Source: an optimization exercise on an open RTL-to-GDS flow (aim: small area, a short achievable clock period and few clock cycles). Production flows keep margins and buffers that such runs may drop.
In this exercise RTL edits were held to simulation tests only and were not proved equivalent to the original.
Power and IR drop assume default switching activity.

--- design/flow/constraint.sdc ---
create_clock -name core_clock -period 16.5 [get_ports {clk_i}]
set_input_delay 3.3000 -clock core_clock [delete_from_list [all_inputs] [get_ports {clk_i}]]
set_output_delay 3.3000 -clock core_clock [all_outputs]
set_load 0.01 [all_outputs]
--- design/flow/run.sh ---
#!/bin/bash
# synth_recipe.tcl (not shown) runs the flow's synth.tcl, then flattens the netlist and writes it again
# the make line also repeats each setting of config.mk as NAME=value (left out here)
make -C /OpenROAD-flow-scripts/flow DESIGN_CONFIG=/design/flow/config.mk WORK_HOME=/design/flow/orfs CLKGATE_MAP_FILE= SYNTH_SCRIPT=/design/flow/synth_recipe.tcl finish
--- design/flow/config.mk ---
export PLATFORM = sky130hd
export DESIGN_NAME = top
export DESIGN_NICKNAME = top
export VERILOG_FILES = /design/flow/design.v
export SDC_FILE = /design/flow/constraint.sdc
export NUM_CORES = 4
export LEC_CHECK = 0
export CAP_MARGIN = 20
export CORE_MARGIN = 2
export CORE_UTILIZATION = 30
export SLEW_MARGIN = 20
--- design/flow/design.v ---
`timescale 1ns / 1ps
`timescale 1ns / 1ps
 `timescale 1ns / 1ps
module adder(
input   [3:0] id_alu_op_r,
input  [31:0] id_ra_value_r,
input  [31:0] alu_opb_w,
output        adder_c_w,
output [31:0] adder_out_w,
output        adder_n_w,
output        adder_v_w,
output        adder_z_w
);
wire adder_sub_w = (4'd1 == id_alu_op_r || 4'd5 == id_alu_op_r || 4'd6 == id_alu_op_r);
wire [31:0] adder_opa_w = id_ra_value_r;
wire [31:0] adder_opb_w = adder_sub_w ? ~alu_opb_w : alu_opb_w;
wire        adder_cin_w = adder_sub_w ? 1'b1 : 1'b0;
assign adder_n_w = adder_out_w[31];
assign adder_v_w = (adder_opa_w[31] == adder_opb_w[31] && adder_out_w[31] != adder_opb_w[31]);
assign adder_z_w = (32'h0 == adder_out_w);
assign { adder_c_w, adder_out_w } = { 1'b0, adder_opa_w } + { 1'b0, adder_opb_w } + adder_cin_w;
endmodule
`timescale 1ns / 1ps
module shifter(
input         id_a_signed_r,
input  [31:0] id_ra_value_r,
input   [4:0] alu_opb_w,
output [31:0] sh_left_w,
output [31:0] sh_right_w
);
wire sh_fill_w = id_a_signed_r && id_ra_value_r[31];
wire [31:0] sl_0_w = alu_opb_w[0] ? { id_ra_value_r[30:0], 1'b0 } : id_ra_value_r;
wire [31:0] sl_1_w = alu_opb_w[1] ? { sl_0_w[29:0],  2'b0 } : sl_0_w;
wire [31:0] sl_2_w = alu_opb_w[2] ? { sl_1_w[27:0],  4'b0 } : sl_1_w;
wire [31:0] sl_3_w = alu_opb_w[3] ? { sl_2_w[23:0],  8'b0 } : sl_2_w;
wire [31:0] sl_4_w = alu_opb_w[4] ? { sl_3_w[15:0], 16'b0 } : sl_3_w;
wire [31:0] sr_0_w = alu_opb_w[0] ? {  {1{sh_fill_w}}, id_ra_value_r[31:1] } : id_ra_value_r;
wire [31:0] sr_1_w = alu_opb_w[1] ? {  {2{sh_fill_w}}, sr_0_w[31:2] }  : sr_0_w;
wire [31:0] sr_2_w = alu_opb_w[2] ? {  {4{sh_fill_w}}, sr_1_w[31:4] }  : sr_1_w;
wire [31:0] sr_3_w = alu_opb_w[3] ? {  {8{sh_fill_w}}, sr_2_w[31:8] }  : sr_2_w;
wire [31:0] sr_4_w = alu_opb_w[4] ? { {16{sh_fill_w}}, sr_3_w[31:16] } : sr_3_w;
assign sh_left_w  = sl_4_w;
assign sh_right_w = sr_4_w;
endmodule
`timescale 1ns / 1ps
module multiplier(
input  [31:0] id_ra_value_r,
input  [31:0] id_rb_value_r,
input         id_a_signed_r,
input         id_b_signed_r,
output [63:0] mul_res_w
);
wire mul_div_negative_w = (id_a_signed_r && id_ra_value_r[31]) ^ (id_b_signed_r && id_rb_value_r[31]);
wire [31:0] mul_div_a_w = (id_a_signed_r && id_ra_value_r[31]) ? -id_ra_value_r : id_ra_value_r;
wire [31:0] mul_div_b_w = (id_b_signed_r && id_rb_value_r[31]) ? -id_rb_value_r : id_rb_value_r;
wire [63:0] mul_opa_a_w = { {32{id_a_signed_r & id_ra_value_r[31]}}, id_ra_value_r };
wire [63:0] mul_opa_b_w = { {32{id_b_signed_r & id_rb_value_r[31]}}, id_rb_value_r };
assign mul_res_w = mul_opa_a_w * mul_opa_b_w;
endmodule
`timescale 1ns / 1ps
 `timescale 1ns / 1ps
module divider(
input clk_i,
input reset_i,
input [3:0] id_alu_op_r,
input mul_div_negative_w,
input mul_div_a_neg_w,
input [31:0] mul_div_a_w,
input [31:0] mul_div_b_w,
output [31:0] div_quotient_w,
output [31:0] div_remainder_w,
output ex_stall_div_w
    );
    reg         div_busy_r;
    reg         div_ready_r;
    reg   [4:0] div_count_r;
    reg  [31:0] div_rem_r;
    reg  [31:0] div_quot_r;
    reg  [31:0] div_b_val;
    reg         div_neg;
    reg         div_rem_neg;
    wire [33:0] div_sub_w = { 1'b0, div_rem_r[31:0], div_quot_r[31] } - { 2'b0, div_b_val };
    wire div_request_w  = (4'd11 == id_alu_op_r || 4'd12 == id_alu_op_r);
    wire [31:0] div_out_spc = (mul_div_b_w == 32'd0) ? 32'hffff_ffff : (mul_div_a_w == 32'b0) ? 32'd0 : (mul_div_b_w == mul_div_a_w) ? 32'd1 : 32'd0;
    wire [31:0] div_rem_spc = (mul_div_b_w == 32'd0) ? mul_div_a_w : 32'd0;
    wire div_spc_case = (mul_div_b_w == 32'd0) || (mul_div_a_w == 32'b0) || (mul_div_b_w == mul_div_a_w);
    assign div_quotient_w  = div_neg ? -div_quot_r : div_quot_r;
    assign div_remainder_w = div_rem_neg ? -div_rem_r : div_rem_r;
    always @(posedge clk_i) begin
      if (reset_i) begin
        div_busy_r  <= 1'b0;
        div_ready_r <= 1'b0;
        div_count_r <= 5'd0;
        div_quot_r  <= 32'h0;
        div_rem_r   <= 32'h0;
        div_b_val   <= 32'h0;
        div_neg     <= 0;
        div_rem_neg <= 0;
      end else begin
        if (div_busy_r) begin
          div_count_r <= div_count_r - 5'd1;
          div_quot_r  <= { div_quot_r[30:0], !div_sub_w[33] };
          if (div_sub_w[33])
            div_rem_r <= { div_rem_r[30:0], div_quot_r[31] };
          else
            div_rem_r <= div_sub_w[31:0];
          if (div_count_r == 5'd0) begin
            div_busy_r  <= 1'b0;
            div_ready_r <= 1'b1;
          end
        end else if (div_ready_r) begin
          div_ready_r <= 1'b0;
        end else if (div_request_w) begin
            if(div_spc_case) begin
                div_count_r <= 5'd0;
                div_busy_r  <= 1'b0;
                div_quot_r  <= div_out_spc;
                div_rem_r   <= div_rem_spc;
                div_ready_r <= 1'b1;
                div_neg     <= mul_div_negative_w && (mul_div_b_w != 32'd0);
                div_rem_neg <= mul_div_a_neg_w;
            end
            else begin
                div_count_r <= 5'd31;
                div_busy_r  <= 1'b1;
                div_quot_r  <= mul_div_a_w;
                div_rem_r   <= 32'h0;
                div_b_val   <= mul_div_b_w;
                div_neg     <= mul_div_negative_w;
                div_rem_neg <= mul_div_a_neg_w;
            end
        end
      end
    end
    assign ex_stall_div_w = div_request_w && !div_ready_r;
endmodule
`timescale 1ns / 1ps
module hazard_detection (
   input         reset_i,
   input   [4:0] id_ra_index_w,
   input   [4:0] id_rb_index_w,
   input   [4:0] id_rd_index_r,
   input   [4:0] ex_rd_index_r,
   input   [4:0] mem_rd_index_w,
   input  [31:0] id_ra_value_r,
   input  [31:0] id_rb_value_r,
   input  [31:0] ex_alu_res_r,
   input  [31:0] mem_wb_alu_result_r,
   input  [31:0] mem_rdata_w,
   input         mem_access_w,
   output [31:0] exe_ra_r,
   output [31:0] exe_rb_r
);
    wire ex_hazard_w_a;
    wire ex_hazard_w_b;
    wire mem_hazard_w_a;
    wire mem_hazard_w_b;
    wire [31:0] rd_value_w;
    assign ex_hazard_w_a  = reset_i      ? 0 : (ex_rd_index_r != 5'd0) && (id_ra_index_w == ex_rd_index_r );
    assign ex_hazard_w_b  = reset_i      ? 0 : (ex_rd_index_r != 5'd0) && (id_rb_index_w == ex_rd_index_r) ;
    assign rd_value_w     = mem_access_w ? mem_rdata_w : mem_wb_alu_result_r;
    assign mem_hazard_w_a = reset_i      ? 0 : (mem_rd_index_w != 5'd0) && (id_ra_index_w == mem_rd_index_w );
    assign mem_hazard_w_b = reset_i      ? 0 : (mem_rd_index_w != 5'd0) && (id_rb_index_w == mem_rd_index_w );
    assign exe_ra_r = reset_i  ? 32'b0 : ex_hazard_w_a ? ex_alu_res_r : ( mem_hazard_w_a ? rd_value_w : id_ra_value_r);
    assign exe_rb_r = reset_i  ? 32'b0 : ex_hazard_w_b ? ex_alu_res_r : ( mem_hazard_w_b ? rd_value_w : id_rb_value_r);
endmodule
`timescale 1ns / 1ps
 `timescale 1ns / 1ps
module stage1 (
input             clk_i,
input             reset_i,
input      [31:0] irdata_i,      
input             branch_taken_w,
input      [31:0] jump_addr_w,  
input             ex_stall_w,
output reg [31:0] id_pc_r,
output reg [31:0] id_next_pc_r,
output reg  [4:0] id_rd_index_r,
output reg  [4:0] addr_1,
output reg  [4:0] addr_2,
output reg        id_a_signed_r,
output reg        id_b_signed_r,
output reg  [3:0] id_alu_op_r,
output reg [31:0] id_imm_r,
output reg        id_op_imm_r,
output reg        id_mem_rd_r,
output reg        id_mem_wr_r,
output reg        id_mem_signed_r,
output reg  [1:0] id_mem_size_r,
output reg  [2:0] id_branch_r,
output reg        id_reg_jump_r,
output reg [31:0] iaddr_o,
output reg        ird_o
);
wire [31:0] if_opcode_w = irdata_i;
reg [6:0] op_w;
reg [4:0] rd_w ;
reg [2:0] f3_w ;
reg [4:0] ra_w;
reg [4:0] rb_w ;
reg [6:0] f7_w ;
reg op_branch_w,op_load_w,op_store_w,op_alu_imm_w,op_alu_reg_w;
reg op_f7_main_w,op_f7_alt_w,op_f7_mul_w;
reg lui_w,auipc_w;
reg jal_w,jalr_w,beq_w,bne_w,blt_w,bltu_w,bgeu_w,bge_w;
reg lb_w,lh_w,lw_w,lbu_w,lhu_w;
reg sb_w,sh_w,sw_w;
reg addi_w,slti_w,sltiu_w,xori_w,ori_w,andi_w,slli_w,srli_w,srai_w;
reg add_w,sub_w,slt_w,sltu_w,xor_w,or_w,and_w,sll_w,srl_w,sra_w;
reg mul_w,mulh_w,mulhsu_w,mulhu_w,div_w,divu_w,rem_w,remu_w;
reg load_w,store_w,alu_imm_w,alu_reg_w,branch_w,jump_w,id_illegal_w;
reg [31:0] id_i_imm_w,id_s_imm_w,id_b_imm_w,id_u_imm_w,id_j_imm_w,id_imm_w;
reg [4:0] id_rd_index_w,id_ra_index_w,id_rb_index_w;
reg [3:0] id_alu_op_w;
reg [2:0] id_branch_w;
reg [1:0] id_mem_size_w;
always @(*) begin
op_w = if_opcode_w[6:0];
rd_w = if_opcode_w[11:7];
f3_w = if_opcode_w[14:12];
ra_w = if_opcode_w[19:15];
rb_w = if_opcode_w[24:20];
f7_w = if_opcode_w[31:25];
op_branch_w  = (7'b1100011 == op_w);
op_load_w    = (7'b0000011 == op_w);
op_store_w   = (7'b0100011 == op_w);
op_alu_imm_w = (7'b0010011 == op_w);
op_alu_reg_w = (7'b0110011 == op_w);
op_f7_main_w = (7'b0000000 == f7_w);
op_f7_alt_w  = (7'b0100000 == f7_w);
op_f7_mul_w  = (7'b0000001 == f7_w);
lui_w    = (7'b0110111 == op_w);
auipc_w  = (7'b0010111 == op_w);
jal_w    = (7'b1101111 == op_w);
jalr_w   = (7'b1100111 == op_w) && (3'b000 == f3_w);
beq_w    = op_branch_w  && (3'b000 == f3_w);
bne_w    = op_branch_w  && (3'b001 == f3_w);
blt_w    = op_branch_w  && (3'b100 == f3_w);
bge_w    = op_branch_w  && (3'b101 == f3_w);
bltu_w   = op_branch_w  && (3'b110 == f3_w);
bgeu_w   = op_branch_w  && (3'b111 == f3_w);
lb_w     = op_load_w    && (3'b000 == f3_w);
lh_w     = op_load_w    && (3'b001 == f3_w);
lw_w     = op_load_w    && (3'b010 == f3_w);
lbu_w    = op_load_w    && (3'b100 == f3_w);
lhu_w    = op_load_w    && (3'b101 == f3_w);
sb_w     = op_store_w   && (3'b000 == f3_w);
sh_w     = op_store_w   && (3'b001 == f3_w);
sw_w     = op_store_w   && (3'b010 == f3_w);
addi_w   = op_alu_imm_w && (3'b000 == f3_w);
slti_w   = op_alu_imm_w && (3'b010 == f3_w);
sltiu_w  = op_alu_imm_w && (3'b011 == f3_w);
xori_w   = op_alu_imm_w && (3'b100 == f3_w);
ori_w    = op_alu_imm_w && (3'b110 == f3_w);
andi_w   = op_alu_imm_w && (3'b111 == f3_w);
slli_w   = op_alu_imm_w && (3'b001 == f3_w) && op_f7_main_w;
srli_w   = op_alu_imm_w && (3'b101 == f3_w) && op_f7_main_w;
srai_w   = op_alu_imm_w && (3'b101 == f3_w) && op_f7_alt_w;
add_w    = op_alu_reg_w && (3'b000 == f3_w) && op_f7_main_w;
sub_w    = op_alu_reg_w && (3'b000 == f3_w) && op_f7_alt_w;
slt_w    = op_alu_reg_w && (3'b010 == f3_w) && op_f7_main_w;
sltu_w   = op_alu_reg_w && (3'b011 == f3_w) && op_f7_main_w;
xor_w    = op_alu_reg_w && (3'b100 == f3_w) && op_f7_main_w;
or_w     = op_alu_reg_w && (3'b110 == f3_w) && op_f7_main_w;
and_w    = op_alu_reg_w && (3'b111 == f3_w) && op_f7_main_w;
sll_w    = op_alu_reg_w && (3'b001 == f3_w) && op_f7_main_w;
srl_w    = op_alu_reg_w && (3'b101 == f3_w) && op_f7_main_w;
sra_w    = op_alu_reg_w && (3'b101 == f3_w) && op_f7_alt_w;
mul_w    = op_alu_reg_w && (3'b000 == f3_w) && op_f7_mul_w;
mulh_w   = op_alu_reg_w && (3'b001 == f3_w) && op_f7_mul_w;
mulhsu_w = op_alu_reg_w && (3'b010 == f3_w) && op_f7_mul_w;
mulhu_w  = op_alu_reg_w && (3'b011 == f3_w) && op_f7_mul_w;
div_w    = op_alu_reg_w && (3'b100 == f3_w) && op_f7_mul_w;
divu_w   = op_alu_reg_w && (3'b101 == f3_w) && op_f7_mul_w;
rem_w    = op_alu_reg_w && (3'b110 == f3_w) && op_f7_mul_w;
remu_w   = op_alu_reg_w && (3'b111 == f3_w) && op_f7_mul_w;
load_w    = lb_w || lh_w || lw_w || lbu_w || lhu_w;
store_w   = sb_w || sh_w || sw_w;
alu_imm_w = addi_w || slti_w || sltiu_w || xori_w || ori_w || andi_w ||
                slli_w || srli_w || srai_w || lui_w || auipc_w;
alu_reg_w = add_w || sub_w || slt_w || sltu_w || xor_w || or_w || and_w ||
                sll_w || srl_w || sra_w || mul_w || mulh_w || mulhsu_w ||
                mulhu_w || div_w || divu_w || rem_w || remu_w;
branch_w  = beq_w || bne_w || blt_w || bge_w || bltu_w || bgeu_w;
jump_w    = jal_w || jalr_w;
id_illegal_w = !(load_w || store_w || alu_imm_w || alu_reg_w || jump_w || branch_w);
id_i_imm_w = { {20{if_opcode_w[31]}}, if_opcode_w[31:20] };
id_s_imm_w = { {20{if_opcode_w[31]}}, if_opcode_w[31:25], if_opcode_w[11:7] };
id_b_imm_w = { {19{if_opcode_w[31]}}, if_opcode_w[31], if_opcode_w[7], if_opcode_w[30:25], if_opcode_w[11:8], 1'b0 };
id_u_imm_w = { if_opcode_w[31:12], 12'h0 };
id_j_imm_w = { {11{if_opcode_w[31]}}, if_opcode_w[31], if_opcode_w[19:12], if_opcode_w[20], if_opcode_w[30:21], 1'b0 };
id_imm_w =
	(lui_w || auipc_w)              ? id_u_imm_w :
	(branch_w)                      ? id_b_imm_w :
	(load_w || jalr_w || alu_imm_w) ? id_i_imm_w :
	(store_w)                       ? id_s_imm_w :
	(jal_w)                         ? id_j_imm_w : 32'h0;
id_rd_index_w = (branch_w || store_w)           ? 5'd0 : rd_w;
id_ra_index_w = (lui_w || auipc_w || jal_w)     ? 5'd0 : ra_w;
id_rb_index_w = (load_w || jump_w || alu_imm_w) ? 5'd0 : rb_w;
id_alu_op_w =
	(add_w || addi_w || lui_w || load_w || store_w) ? 4'd0 :
	(andi_w || and_w)                    ? 4'd2 :
	(ori_w || or_w)                      ? 4'd3 :
	(xori_w || xor_w)                    ? 4'd4 :
	(slti_w || slt_w)                    ? 4'd5 :
	(sltiu_w || sltu_w)                  ? 4'd6 :
	(sll_w || slli_w)                    ? 4'd7 :
	(srl_w || srli_w || sra_w || srai_w) ? 4'd8 :
	(mulh_w || mulhsu_w || mulhu_w)      ? 4'd10 :
	(mul_w)                              ? 4'd9 :
	(div_w || divu_w)                    ? 4'd11 :
	(rem_w || remu_w)                    ? 4'd12 :
	(jal_w || jalr_w)                    ? 4'd13 :
	(auipc_w)                            ? 4'd14 : 4'd1;
id_branch_w =
	beq_w  ? 3'd2 :
	bne_w  ? 3'd3 :
	blt_w  ? 3'd4 :
	bge_w  ? 3'd5 :
	bltu_w ? 3'd6 :
	bgeu_w ? 3'd7 :
	jump_w ? 3'd1 : 3'd0;
id_mem_size_w =
	(lb_w || lbu_w || sb_w) ? 2'd0 :
	(lh_w || lhu_w || sh_w) ? 2'd1 : 2'd2;
end
reg  [31:0] if_pc_r;
reg  [29:0] if_addr_r;
reg         div_instr;
wire [31:0] if_next_pc_w   = if_pc_r + 4;
wire [29:0] if_next_addr_w = reset_i ? 0 
							: branch_taken_w ? jump_addr_w[31:2] 
							: (div_instr || ex_stall_w) ? if_addr_r 
							: if_addr_r + 30'h0000_0001;
always@(posedge clk_i or posedge reset_i) begin
	if (reset_i) begin
		if_addr_r <= 'h0; 
	end else begin
		if_addr_r <= if_next_addr_w;
	end
end
always @(posedge clk_i or posedge reset_i) begin
	if (reset_i) begin
		if_pc_r <= 32'h0;
	end else begin
		if_pc_r <= (if_next_addr_w<<2);
	end
end
always @(posedge clk_i or posedge reset_i) begin
	if (reset_i) begin
		div_instr <= 0;
	end else begin
		if(div_instr == 1) begin
			div_instr <= 0;
		end
		else begin
			if((!branch_taken_w) && (id_alu_op_w == 4'd11) && (!ex_stall_w)) begin
				div_instr <= 1;
			end
		end
	end
end
always @(posedge clk_i or posedge reset_i) begin
	if (reset_i) begin
		id_pc_r         <= 4;
		id_next_pc_r    <= 8;
		id_rd_index_r   <= 5'd0;
		id_imm_r        <= 32'h0;
		id_a_signed_r   <= 1'b0;
		id_b_signed_r   <= 1'b0;
		id_op_imm_r     <= 1'b0;
		id_alu_op_r     <= 4'd0;
		id_mem_rd_r     <= 1'b0;
		id_mem_wr_r     <= 1'b0;
		id_mem_signed_r <= 1'b0;
		id_mem_size_r   <= 2'd0;
		id_branch_r     <= 3'd0;
		id_reg_jump_r   <= 1'b0;
		addr_1          <= 0;
		addr_2          <= 0;
		iaddr_o         <= 0;
		ird_o           <= 0;
	end
	else if (branch_taken_w) begin
		id_pc_r         <= if_pc_r;
		id_next_pc_r    <= if_next_pc_w;
		id_rd_index_r   <= 5'd0;
		id_imm_r        <= 32'h0;
		id_a_signed_r   <= 1'b0;
		id_b_signed_r   <= 1'b0;
		id_op_imm_r     <= 1'b0;
		id_alu_op_r     <= 4'd0;
		id_mem_rd_r     <= 1'b0;
		id_mem_wr_r     <= 1'b0;
		id_mem_signed_r <= 1'b0;
		id_mem_size_r   <= 2'd0;
		id_branch_r     <= 3'd0;
		id_reg_jump_r   <= 1'b0;
		addr_1          <= 0;
		addr_2          <= 0;
		iaddr_o         <= if_next_addr_w<<2;
		ird_o           <= 1;
	end
	else if(div_instr || ex_stall_w) begin
		id_pc_r         <= if_pc_r;
		id_next_pc_r    <= if_next_pc_w;
		id_rd_index_r   <= id_rd_index_r;
		id_imm_r        <= id_imm_r;
		id_a_signed_r   <= id_a_signed_r;
		id_b_signed_r   <= id_b_signed_r;
		id_op_imm_r     <= id_op_imm_r;
		id_alu_op_r     <= id_alu_op_r;
		id_mem_rd_r     <= id_mem_rd_r;
		id_mem_wr_r     <= id_mem_wr_r;
		id_mem_signed_r <= id_mem_signed_r;
		id_mem_size_r   <= id_mem_size_r;
		id_branch_r     <= id_branch_r;
		id_reg_jump_r   <= id_reg_jump_r;
		addr_1          <= addr_1;
		addr_2          <= addr_2;
		iaddr_o         <= if_next_addr_w<<2;
		ird_o           <= 1;
	end
	else begin
		id_pc_r         <= if_pc_r;
		id_next_pc_r    <= if_next_pc_w;
		id_rd_index_r   <= id_rd_index_w;
		id_imm_r        <= id_imm_w;
		id_a_signed_r   <= mulh_w || mulhsu_w || div_w || rem_w || sra_w || srai_w;
		id_b_signed_r   <= mulh_w || div_w || rem_w;
		id_op_imm_r     <= alu_imm_w || jal_w || load_w || store_w;
		id_alu_op_r     <= id_alu_op_w;
		id_mem_rd_r     <= load_w;
		id_mem_wr_r     <= store_w;
		id_mem_signed_r <= !lbu_w && !lhu_w;
		id_mem_size_r   <= id_mem_size_w;
		id_branch_r     <= id_branch_w;
		id_reg_jump_r   <= jalr_w;
		addr_1          <= id_ra_index_w;
		addr_2          <= id_rb_index_w;
		iaddr_o         <= if_next_addr_w<<2;
		ird_o           <= 1;
	end
end
endmodule 
`timescale 1ns / 1ps
 `timescale 1ns / 1ps
module exe_stage(
input             clk_i,
input             reset_i,
input       [3:0] id_alu_op_r,
input      [31:0] id_ra_value_r,
input      [31:0] id_rb_value_r,
input             id_a_signed_r,
input             id_b_signed_r,
input       [4:0] id_rd_index_r,
input      [31:0] id_imm_r,
input             id_op_imm_r,
input      [31:0] id_pc_reg,
input      [31:0] id_next_pc_r,
input             id_reg_jump_r, 
input       [2:0] id_branch_r,
input             id_mem_rd_r,
input             id_mem_wr_r,
input       [1:0] id_mem_size_r,
input             id_mem_signed_r, 
output reg        branch_taken_w,
output reg [31:0] jump_addr_w,
output reg  [4:0] ex_rd_index_r,
output reg [31:0] ex_alu_res_r,
output reg [31:0] ex_mem_data_r,
output reg        ex_mem_rd_r,
output reg        ex_mem_wr_r,
output reg        ex_mem_signed_r,
output reg  [1:0] ex_mem_size_r,
output            ex_stall_w
);
reg [31:0] ex_alu_res_w_internal;
reg epoch;
reg b_w;
reg [31:0] jump_addr_r;
wire [31:0] alu_opb_w = id_op_imm_r ? id_imm_r : id_rb_value_r;
wire adder_c_w;
wire [31:0] adder_out_w;
wire adder_n_w;
wire adder_v_w;
wire adder_z_w;
wire [31:0] sh_left_w;
wire [31:0] sh_right_w;
wire mul_div_negative_w = (id_a_signed_r && id_ra_value_r[31]) ^ (id_b_signed_r && id_rb_value_r[31]);
wire [31:0] mul_div_a_w = (id_a_signed_r && id_ra_value_r[31]) ? -id_ra_value_r : id_ra_value_r;
wire [31:0] mul_div_b_w = (id_b_signed_r && id_rb_value_r[31]) ? -id_rb_value_r : id_rb_value_r;
wire [63:0] mul_res_w;
wire ex_stall_mul_w;
wire [31:0] div_quotient_w;
wire [31:0] div_remainder_w;
wire ex_stall_div_w;
wire exe_bubble_w = b_w && epoch;
assign ex_stall_w = ex_stall_div_w;
adder adder_from_alu(
    .id_alu_op_r(id_alu_op_r),
    .id_ra_value_r(id_ra_value_r),
    .alu_opb_w(alu_opb_w),
    .adder_c_w(adder_c_w),
    .adder_out_w(adder_out_w),
    .adder_n_w(adder_n_w),
    .adder_v_w(adder_v_w),
    .adder_z_w(adder_z_w)
);
shifter shifter_from_alu(
    .id_a_signed_r(id_a_signed_r),
    .id_ra_value_r(id_ra_value_r),
    .alu_opb_w(alu_opb_w[4:0]),
    .sh_left_w(sh_left_w),
    .sh_right_w(sh_right_w)
);
multiplier multiplier_from_alu(
    .id_ra_value_r(id_ra_value_r),
    .id_rb_value_r(id_rb_value_r),
    .id_a_signed_r(id_a_signed_r),
    .id_b_signed_r(id_b_signed_r),
    .mul_res_w(mul_res_w)
);
divider divider_from_alu(
    .clk_i(clk_i),
    .reset_i(reset_i || branch_taken_w),
    .id_alu_op_r(id_alu_op_r),
    .mul_div_negative_w(mul_div_negative_w),
    .mul_div_a_neg_w(id_a_signed_r && id_ra_value_r[31]),
    .mul_div_a_w(mul_div_a_w),
    .mul_div_b_w(mul_div_b_w),
    .div_quotient_w(div_quotient_w),
    .div_remainder_w(div_remainder_w),
    .ex_stall_div_w(ex_stall_div_w)
);
always @(*) begin
b_w = (3'd1 == id_branch_r) ? 1'b1 :
      (3'd2   == id_branch_r) ? adder_z_w :
      (3'd3   == id_branch_r) ? !adder_z_w :
      (3'd4   == id_branch_r) ? adder_n_w != adder_v_w :
      (3'd5   == id_branch_r) ? adder_n_w == adder_v_w :
      (3'd6  == id_branch_r) ? !adder_c_w :
      (3'd7  == id_branch_r) ? adder_c_w : 1'b0; 
jump_addr_r = (id_reg_jump_r ? id_ra_value_r : id_pc_reg) + id_imm_r;
case (id_alu_op_r)
    4'd0   : ex_alu_res_w_internal = adder_out_w;
    4'd1   : ex_alu_res_w_internal = adder_out_w;
    4'd2   : ex_alu_res_w_internal = id_ra_value_r & alu_opb_w;
    4'd3    : ex_alu_res_w_internal = id_ra_value_r | alu_opb_w;
    4'd4   : ex_alu_res_w_internal = id_ra_value_r ^ alu_opb_w;
    4'd5   : ex_alu_res_w_internal = (adder_n_w != adder_v_w) ? 32'h1 : 32'h0;
    4'd6  : ex_alu_res_w_internal = (adder_c_w == 1'b0) ? 32'h1 : 32'h0;
    4'd7   : ex_alu_res_w_internal = sh_left_w;
    4'd8   : ex_alu_res_w_internal = sh_right_w;
    4'd9  : ex_alu_res_w_internal = mul_res_w[31:0];
    4'd10  : ex_alu_res_w_internal = mul_res_w[63:32];
    4'd11   : ex_alu_res_w_internal = div_quotient_w;
    4'd12   : ex_alu_res_w_internal = div_remainder_w;
    4'd13   : ex_alu_res_w_internal = id_next_pc_r;
    4'd14 : ex_alu_res_w_internal = jump_addr_r;
    default   : ex_alu_res_w_internal = 32'h0;
endcase
end
always @(posedge clk_i or posedge reset_i) begin
   if(reset_i) begin
      epoch<=1;
   end else if(exe_bubble_w) begin
      epoch<=0;
   end else begin
      epoch<=1;
   end
end
always @(posedge clk_i or posedge reset_i) begin
       if (reset_i) begin
            ex_rd_index_r   <= 5'd2;  
            ex_alu_res_r    <= 32'h2000;
            ex_mem_data_r   <= 32'h0;
            ex_mem_rd_r     <= 1'b0;
            ex_mem_wr_r     <= 1'b0;
            ex_mem_signed_r <= 1'b0;
            ex_mem_size_r   <= 2'd0;
            branch_taken_w  <= 0;
            jump_addr_w     <= 0;
        end
        else if(~epoch) begin
            ex_rd_index_r   <= 5'd0;  
            ex_alu_res_r    <= 0;
            ex_mem_data_r   <= 32'h0;
            ex_mem_rd_r     <= 1'b0;
            ex_mem_wr_r     <= 1'b0;
            ex_mem_signed_r <= 1'b0;
            ex_mem_size_r   <= 2'd0;
            branch_taken_w  <= 0;
            jump_addr_w     <= 0;
            end
       else begin
            ex_rd_index_r   <= id_rd_index_r;
            ex_alu_res_r    <= ex_alu_res_w_internal;
            ex_mem_data_r   <= id_rb_value_r;
            ex_mem_rd_r     <= id_mem_rd_r;
            ex_mem_wr_r     <= id_mem_wr_r;
            ex_mem_signed_r <= id_mem_signed_r;
            ex_mem_size_r   <= id_mem_size_r;
            jump_addr_w     <= jump_addr_r;
            branch_taken_w  <= b_w;
        end
    end
endmodule
`timescale 1ns / 1ps
 `timescale 1ns / 1ps
module mem_stage(
   input             clk_i,
   input             reset_i,
   input      [31:0] ex_alu_res_r, 
   input      [31:0] ex_mem_data_r,
   input             ex_mem_rd_r,
   input             ex_mem_wr_r,
   input             ex_mem_signed_r,
   input       [1:0] ex_mem_size_r,
   input      [31:0] drdata_i,
   input       [4:0] ex_rd_index_w,
   output reg  [4:0] mem_rd_index_w,
   output reg [31:0] mem_wb_alu_result_r,
   output     [31:0] daddr_o,
   output     [31:0] dwdata_o,
   output      [1:0] dsize_o,
   output            drd_o,
   output            dwr_o,
   output     [31:0] mem_rdata_for_hazard,
   output reg        mem_access_w,
   output reg [31:0] mem_rdata_w,
   output      [3:0] dbe_w
);
   assign daddr_o  = ex_alu_res_r;
   assign dsize_o  = ex_mem_size_r; 
   assign drd_o    = ex_mem_rd_r ;
   assign dwr_o    = ex_mem_wr_r ;
   wire [7:0] rdata_byte_w =
      (2'b00 == ex_alu_res_r[1:0]) ? drdata_i[7:0] :
      (2'b01 == ex_alu_res_r[1:0]) ? drdata_i[15:8] :
      (2'b10 == ex_alu_res_r[1:0]) ? drdata_i[23:16] : drdata_i[31:24];
   wire [15:0] rdata_half_w =
      ex_alu_res_r[1] ? drdata_i[31:16] : drdata_i[15:0];
   wire [31:0] drdata_o1 =
      (2'd0 == ex_mem_size_r) ? { 24'b0, rdata_byte_w } :
      (2'd1 == ex_mem_size_r) ? { 16'b0, rdata_half_w } : drdata_i;
   wire [31:0] mem_rdata_w_internal = 
      (2'd0 == ex_mem_size_r) ? { {24{ex_mem_signed_r & drdata_o1[7]}}, drdata_o1[7:0] } :
      (2'd1 == ex_mem_size_r) ? { {16{ex_mem_signed_r & drdata_o1[15]}}, drdata_o1[15:0] } : drdata_o1;
   assign mem_rdata_for_hazard = mem_rdata_w;
   wire [31:0] dwdata_w =
      (2'd0 == ex_mem_size_r) ? {4{ex_mem_data_r[7:0]}} :
      (2'd1 == ex_mem_size_r) ? {2{ex_mem_data_r[15:0]}} : ex_mem_data_r;
   assign dwdata_o = dwdata_w;
   wire [3:0] dbe_byte_w = 
      (2'b00 == ex_alu_res_r[1:0]) ? 4'b0001 :
      (2'b01 == ex_alu_res_r[1:0]) ? 4'b0010 :
      (2'b10 == ex_alu_res_r[1:0]) ? 4'b0100 : 4'b1000;
   wire [3:0] dbe_half_w =
      ex_alu_res_r[1] ? 4'b1100 : 4'b0011;
   assign dbe_w =
      (2'd0 == ex_mem_size_r) ? dbe_byte_w :
      (2'd1 == ex_mem_size_r) ? dbe_half_w : 4'b1111;
   wire mem_access_r = (ex_mem_rd_r || ex_mem_wr_r);
   always @(posedge clk_i or posedge reset_i) begin
      if(reset_i) begin
         mem_rd_index_w      <= 0;
         mem_wb_alu_result_r <= 0;
		 mem_rdata_w         <= 0;
         mem_access_w        <= 0;
      end
      else begin
         mem_rd_index_w      <= ex_rd_index_w;
         mem_wb_alu_result_r <= ex_alu_res_r;
         mem_rdata_w         <= mem_rdata_w_internal;
         mem_access_w        <= mem_access_r;
      end
    end
endmodule
`timescale 1ns / 1ps
module register_file (
	input 			clk_i,
	input 			reset_i,
	input  [4:0]	addr_1,
	input  [4:0]	addr_2,
	input [31:0]	data_in,
	input  [4:0]	data_write_address,
	input 			write_enable_w,
	output [31:0]	out_1,
	output [31:0]	out_2
);
reg [31:0]	reg_file [31:0];
assign out_1 = reg_file[addr_1];
assign out_2 = reg_file[addr_2];
wire 	  we = (data_write_address == 0) ? 1'b0 : write_enable_w; 
integer i;
always @(posedge clk_i) begin
	if(reset_i) begin
		for (i=0; i<32; i=i+1) begin
			reg_file[i] <= 32'b0;
		end
	end
	else begin
		if(we) begin
			reg_file[data_write_address] <= data_in;
		end
	end
end
endmodule 
`timescale 1ns / 1ps
module top(
input         clk_i,
input         reset_i,
input  [31:0] irdata_i,
output        ird_o,
output [31:0] iaddr_o,
output [31:0] daddr_o,
output [31:0] dwdata_o,
input  [31:0] drdata_i,
output  [1:0] dsize_o,
output  [3:0] dbe_w,
output        drd_o,
output        dwr_o
);
wire [31:0] exe_ra_r;
wire [31:0] exe_rb_r;
wire [31:0] id_pc_r;
wire [31:0] id_next_pc_r;
wire  [4:0] id_rd_index_r;
wire  [4:0] addr_1;
wire  [4:0] addr_2;
wire [31:0] id_imm_r;
wire        id_a_signed_r;
wire        id_b_signed_r;
wire        id_op_imm_r;
wire  [3:0] id_alu_op_r;
wire        id_mem_rd_r;
wire        id_mem_wr_r;
wire        id_mem_signed_r;
wire  [1:0] id_mem_size_r;
wire  [2:0] id_branch_r;
wire        id_reg_jump_r;
wire        branch_taken_w;
wire [31:0] jump_addr_w;
wire        ex_stall_w;
wire  [4:0] ex_rd_index_r;
wire [31:0] ex_alu_res_r;
wire [31:0] ex_mem_data_r;
wire        ex_mem_rd_r;
wire        ex_mem_wr_r;
wire        ex_mem_signed_r;
wire  [1:0] ex_mem_size_r;
wire  [4:0] mem_rd_index_w;
wire [31:0] mem_wb_alu_result_r;
wire        mem_access_w;
wire [31:0] mem_rdata_w;
wire [31:0] mem_rdata_for_hazard;
wire [31:0] rd_value_w;
wire [31:0] id_ra_value_r;
wire [31:0] id_rb_value_r;
hazard_detection hazard_detection_from_top(
	.reset_i(reset_i),
	.id_ra_index_w(addr_1),
	.id_rb_index_w(addr_2),
	.id_rd_index_r(id_rd_index_r),
	.ex_rd_index_r(ex_rd_index_r),
	.mem_rd_index_w(mem_rd_index_w),
	.id_ra_value_r(id_ra_value_r),
	.id_rb_value_r(id_rb_value_r),
	.ex_alu_res_r(ex_alu_res_r),
	.mem_wb_alu_result_r(mem_wb_alu_result_r),
	.mem_rdata_w(mem_rdata_for_hazard),
	.mem_access_w(mem_access_w),
	.exe_ra_r(exe_ra_r),
	.exe_rb_r(exe_rb_r)
);
stage1 if_id_from_top(
	.clk_i(clk_i),
	.reset_i(reset_i),
	.irdata_i(irdata_i),
	.id_branch_r(id_branch_r),
	.id_reg_jump_r(id_reg_jump_r),
	.ex_stall_w(ex_stall_w),
	.id_pc_r(id_pc_r),
	.id_next_pc_r(id_next_pc_r),
	.addr_1(addr_1),
	.addr_2(addr_2),
	.id_rd_index_r(id_rd_index_r),
	.id_alu_op_r(id_alu_op_r),
	.id_a_signed_r(id_a_signed_r),
	.id_b_signed_r(id_b_signed_r),
	.id_op_imm_r(id_op_imm_r),
	.id_imm_r(id_imm_r),
	.id_mem_rd_r(id_mem_rd_r),
	.id_mem_wr_r(id_mem_wr_r),
	.id_mem_signed_r(id_mem_signed_r),
	.id_mem_size_r(id_mem_size_r),
	.branch_taken_w(branch_taken_w), 
	.jump_addr_w(jump_addr_w), 
	.iaddr_o(iaddr_o),
	.ird_o(ird_o)
);
exe_stage exe_Stage_from_top(
	.clk_i(clk_i),
	.reset_i(reset_i),
	.id_alu_op_r(id_alu_op_r),
	.id_op_imm_r(id_op_imm_r),
	.id_a_signed_r(id_a_signed_r),
	.id_b_signed_r(id_b_signed_r),
	.id_ra_value_r(exe_ra_r),
	.id_rb_value_r(exe_rb_r),
	.id_imm_r(id_imm_r),
	.id_rd_index_r(id_rd_index_r),
	.id_pc_reg(id_pc_r),
	.id_next_pc_r(id_next_pc_r),
	.id_branch_r(id_branch_r),
	.id_reg_jump_r(id_reg_jump_r),
	.id_mem_rd_r(id_mem_rd_r),
	.id_mem_wr_r(id_mem_wr_r),
	.id_mem_signed_r(id_mem_signed_r),
	.id_mem_size_r(id_mem_size_r),
	.ex_rd_index_r(ex_rd_index_r),
	.ex_alu_res_r(ex_alu_res_r),
	.ex_mem_data_r(ex_mem_data_r),
	.ex_mem_rd_r(ex_mem_rd_r),
	.ex_mem_wr_r(ex_mem_wr_r),
	.ex_mem_signed_r(ex_mem_signed_r),
	.ex_mem_size_r(ex_mem_size_r),
	.branch_taken_w(branch_taken_w),
	.jump_addr_w(jump_addr_w),
	.ex_stall_w(ex_stall_w)
);
mem_stage mem_stage_from_top(
	.clk_i(clk_i),
	.reset_i(reset_i),
	.ex_alu_res_r(ex_alu_res_r),
	.ex_mem_data_r(ex_mem_data_r),
	.ex_mem_rd_r(ex_mem_rd_r),
	.ex_mem_wr_r(ex_mem_wr_r),
	.ex_mem_signed_r(ex_mem_signed_r),
	.ex_mem_size_r(ex_mem_size_r),
	.drdata_i(drdata_i),
	.ex_rd_index_w(ex_rd_index_r),
	.mem_rd_index_w(mem_rd_index_w),
	.mem_wb_alu_result_r(mem_wb_alu_result_r),
	.mem_access_w(mem_access_w),
	.mem_rdata_w(mem_rdata_w),
	.daddr_o(daddr_o),
	.dwdata_o(dwdata_o),
	.dsize_o(dsize_o),
	.drd_o(drd_o),
	.dwr_o(dwr_o),
	.dbe_w(dbe_w),
	.mem_rdata_for_hazard(mem_rdata_for_hazard)
);
assign rd_value_w = mem_access_w ? mem_rdata_w : mem_wb_alu_result_r; 
register_file register_file_from_top(
	.clk_i(clk_i),
	.reset_i(reset_i),
	.addr_1(addr_1),
	.addr_2(addr_2),
	.out_1(id_ra_value_r),
	.out_2(id_rb_value_r),
	.data_in(rd_value_w),
	.data_write_address(mem_rd_index_w),
	.write_enable_w(1'b1)
);
endmodule
==> summary.txt <==
number of clock buffers inserted by TritonCTS 157; cell at the root of the clock tree sky130_fd_sc_hd__clkbuf_16; fraction of the mapped netlist area in compound gates roughly a tenth; area added between synthesis and finish 11.0%; maximum clock path buffer count 4; post-detailed-routing wire length 562,000 µm; combinational family with the most area after synthesis adder cells; final hold violation count 0; post-placement cell area ~130,000 µm²; final cycle utilization of the critical path 87.6%; share of post-route cells with drive strength above 1 11.0%; post-synthesis async set-or-reset flop share 22.7%; WP buf/inv 12; Data arrival, critical path around 15 ns; clock period minus worst slack 14.45 ns; Critical Path Max Stage Delay about 0.73 ns; vias per cell a little under 6; post-route cell area 139,000 µm²; critical path class in2reg; Clk Latency, worst-skew pair approximately 0.90 ns; worst slack at placement 1.67 ns; first-pass detailed-route iteration total 7; main flop type after synthesis sky130_fd_sc_hd__edfxtp_1; critical path endpoint category flip-flop; area of the core between 400,000 and 500,000 µm²; RSZ-0062 raised after global routing no; global-route wire length before repair 785,000 µm; final instance count without filler cells about 18,000; sequential element share of the synthesized area 32.9%; Resized Gates After CTS 0; sum of internal, switching and leakage power about 25 mW; die area approximately 420,000 µm²; Final Max Tran Viols 0; number of sinks on the clock net 1,460; net switching fraction of the power 53.4%; post-synthesis simple-gate area fraction 13.8%; setup TNS after final layout 0 ns; main area contributors after synthesis sky130_fd_sc_hd__edfxtp_1, sky130_fd_sc_hd__fa_1, sky130_fd_sc_hd__dfrtp_1, sky130_fd_sc_hd__mux4_2, sky130_fd_sc_hd__nor2_1; number of input and output port buffers inserted 168; transition time at the pin with the least slew margin 1.23 ns; cell count after synthesis about 12,000; via count of the first global-routing pass between 100k and 150k; number of distinct library cells after synthesis 124; status complete, no violations; number of nets with antenna violations after routing 0; final worst-path setup slack 2.05 ns; proportion of synthesized area in mux cells approximately an eighth; clock network power share roughly 14%; portion of total power attributed to sequential cells 18.9%; pin count of the biggest net entering global routing 141; combinational power share approximately two thirds; CTS tree done; First DRT Iteration DRCs 15,400; routed length per instance 31.5 µm; power density over cell area 177 nW/µm²; top cell type by total area after synthesis sky130_fd_sc_hd__edfxtp_1; worst hold-check path type reg2reg; share of the synthesized area in the top cell type 24.6%; Static Leakage 57.7 nW; Syn Std Cell Area 125,000 µm²; post-CTS setup buffers 0; critical path's most frequent cell sky130_fd_sc_hd__fa_1; worst supply voltage drop on vdd 0.572 mV; adder and majority cell fraction of the synthesized area between 20 and 25%; clock-pin slew reported for the worst setup and hold paths after clock tree synthesis 0.06 ns; # H-tree levels 4; number of placed I/O pins 171; critical path launch point type input pin; average cell area after synthesis 10.1 µm²; remaining max-slew budget at the tightest pin between 15 and 20%; count of placed standard cells including taps 17,500; quantity of hold-fixing buffers added after cts 0; y dimension of the die 649 µm; warning count from the yosys run 5; number of inserted filler cells in the final layout 42,100; DPL Wire Length 403,000 µm; overall via count from detail_route 103,000; setup violation total in the final timing report 0; Die W about 650 µm; Synth Register Bits 1,460; final net count 13,800; Internal Power 11.5 mW; Crit-path slowest cell sky130_fd_sc_hd__a21boi_0; all-layer global routing usage 26.0%; maximum clock skew at final layout 0.121 ns; Placer Congestion 1.06; number of maximum-capacitance constraint violations 0; switching power of the nets between 10 and 15 mW; fmax 69.2 MHz; antenna violations before repair 56; total gr overflow 0; number of cell rows ~240; initial core utilization between 30% and 40%; cell family with most CP delay adder cells; number of enable-type register cells in the synthesized netlist 1,024; parity-gate share of the synthesized area counting xor and xnor cells 2.80%; Crit Path Max Fanout 27; DRC violations left 0; data required time at the worst endpoint 17.21 ns
## worst register-to-register path, delay by kind of cell (launching register included)
kind	cells	cell delay, ns
compound gates	15	5.52
fa+ha+maj	9	4.04
buf+inv	7	1.46
flops	1	0.71
mux	1	0.09
simple gates	4	1.67
## path summary, 6_finish.rpt
path / start / endpoint / slack [ns] / depth (start not counted)
max in group asynchronous: reset_i / exe_Stage_from_top.jump_addr_w[12]$_DFF_PP0_ / 10.43 / 6
min reg2reg: if_id_from_top.if_addr_r[25]$_DFFE_PP0P_ / if_id_from_top.id_pc_r[27]$_DFF_PP0_ / 0.44 / 0
max: reset_i / exe_Stage_from_top.ex_alu_res_r[19]$_DFF_PP0_ / 2.05 / 41
max reg2reg: if_id_from_top.addr_2[0]$_DFFE_PP0P_ / exe_Stage_from_top.ex_alu_res_r[30]$_DFF_PP0_ / 2.86 / 36
min: if_id_from_top.if_addr_r[25]$_DFFE_PP0P_ / if_id_from_top.id_pc_r[27]$_DFF_PP0_ / 0.44 / 0
min in group asynchronous: reset_i / exe_Stage_from_top.ex_alu_res_r[2]$_DFF_PP0_ / 2.58 / 2
## final cells by class
| cell class | instances | area [µm²] | share of cell area [%] |
|---|---|---|---|
| clock buffers | 204 | 4200 | 3.03 |
| flip-flops and latches | 1460 | 41200 | 29.7 |
| repair buffers | 563 | 4810 | 3.47 |
| multi-input cells | 8713 | 76100 | 54.8 |
| well taps | 5497 | 6880 | 4.96 |
| inverters | 1290 | 4850 | 3.49 |
| clock inverters | 71 | 681 | 0.491 |
| diodes | 34 | 85.1 | 0.0613 |
## metal layers
metal  track usage [%]  vias to the layer above  part of all wire, %  wire (µm)
met5                 0                        -                0.041        230
met4              19.3                       40                  9.0      50500
met3              7.93                     1720                   13      73700
met2              37.6                     7596                   42     234000
met1              32.7                    52500                   36     204000
li1                  -                    41700                    -          -
## cell usage in the layout (no fill, tap or decap), types with 88 or more instances in the layout
cell type | netlist | layout
sky130_fd_sc_hd__nor2_1 | 1543 | 1530
sky130_fd_sc_hd__mux2_2 | 99 | 99
sky130_fd_sc_hd__a21oi_1 | 380 | 374
sky130_fd_sc_hd__fa_1 | 1129 | 1129
sky130_fd_sc_hd__a31oi_1 | 111 | 110
sky130_fd_sc_hd__clkbuf_16 | 0 | 160
sky130_fd_sc_hd__and2_1 | 191 | 190
sky130_fd_sc_hd__mux2i_1 | 549 | 516
sky130_fd_sc_hd__inv_1 | 1277 | 1274
sky130_fd_sc_hd__xor2_1 | 154 | 154
sky130_fd_sc_hd__clkdlybuf4s50_1 | 0 | 167
sky130_fd_sc_hd__nand2_1 | 1502 | 1447
sky130_fd_sc_hd__buf_4 | 51 | 381
sky130_fd_sc_hd__o21ai_0 | 322 | 311
sky130_fd_sc_hd__a22oi_1 | 194 | 194
sky130_fd_sc_hd__mux4_2 | 344 | 344
sky130_fd_sc_hd__dfxtp_1 | 105 | 104
sky130_fd_sc_hd__edfxtp_1 | 1024 | 1024
sky130_fd_sc_hd__o211ai_1 | 88 | 88
sky130_fd_sc_hd__ha_1 | 379 | 379
sky130_fd_sc_hd__a21o_1 | 93 | 90
sky130_fd_sc_hd__dfrtp_1 | 326 | 310
sky130_fd_sc_hd__nand3_1 | 191 | 191
sky130_fd_sc_hd__xnor2_1 | 245 | 245
## sequential cells by signal, summed over array words and instances, names as in the netlist, 32 cells and up
register                                        count
register_file_from_top.reg_file                  1024
exe_Stage_from_top.divider_from_alu.div_b_val      32
exe_Stage_from_top.divider_from_alu.div_quot_r     32
exe_Stage_from_top.divider_from_alu.div_rem_r      32
exe_Stage_from_top.ex_alu_res_r                    32
exe_Stage_from_top.ex_mem_data_r                   32
if_id_from_top.id_imm_r                            32
mem_stage_from_top.mem_rdata_w                     32
mem_stage_from_top.mem_wb_alu_result_r             32
## cell usage after synthesis, types with 194 or more instances
cell type,n
sky130_fd_sc_hd__nor2_1,1543
sky130_fd_sc_hd__nand2_1,1502
sky130_fd_sc_hd__inv_1,1277
sky130_fd_sc_hd__fa_1,1129
sky130_fd_sc_hd__edfxtp_1,1024
sky130_fd_sc_hd__clkbuf_1,628
sky130_fd_sc_hd__mux2i_1,549
sky130_fd_sc_hd__a21oi_1,380
sky130_fd_sc_hd__ha_1,379
sky130_fd_sc_hd__mux4_2,344
sky130_fd_sc_hd__dfrtp_1,326
sky130_fd_sc_hd__o21ai_0,322
sky130_fd_sc_hd__xnor2_1,245
sky130_fd_sc_hd__a22oi_1,194
## stage by stage
step	hold WS [ns]	util (%)
after detailed placement	0.429	32.2
after floorplan	0.415	-
after global routing	0.460	33.4
after global placement	0.419	32.1
final	0.436	33.4
after CTS	0.449	33.3
## cell families after synthesis
group,after synthesis
muxes,1003
buffers and inverters,2209
AOI/OAI and AO/OA,1794
and+or+nand+nor,3974
other,2
adders and majority gates,1508
DFF,1460
xor gates and xnor gates,399
## power by group through the flow
stage          clock [mW]  sequential [mW]  combinational, mW
6_report             3.55             4.64               16.4
5_1_grt              3.68             4.63               17.5
4_1_cts              3.57             4.61               15.8
3_5_place_dp            0             4.69               15.7
3_3_place_gp            0             4.68               15.7
2_1_floorplan           0             4.38               9.61
Testbench counts, summed over its fixed seeds: cycles 15,369.

-- port drivers added, routing unchanged --
How much do the figures lean on ideal ports? The routed layout below was timed once more, with nothing changed but the port constraints. Step 1 (the two cells are an assumption about what drives the block):
set clk [get_ports {clk_i}]
set_driving_cell -lib_cell sky130_fd_sc_hd__clkbuf_16 $clk
set_driving_cell -lib_cell sky130_fd_sc_hd__buf_2 [delete_from_list [all_inputs] $clk]
Step 2 adds t to the input delays and takes it off the output delays; t is the mean of the earliest and latest rising clock arrival at the registers after step 1. Input paths then give back, and output paths get back, about the clock's delay inside the block. a / b / c = ideal ports / drivers / drivers and shift; a / b = the first two.
t, ns: 0.933
slack for setup (ns): 2.051 / 2.072 / 1.138
worst setup path after step 2: input to register
clock arrival spread, ns: 0.122 / 0.121
cell pins on the clock port's net: 1
After both steps setup and hold are still met in this run. For this run, drivers alone change the setup slack by +0.021 ns; drivers and shift together by -0.913 ns.
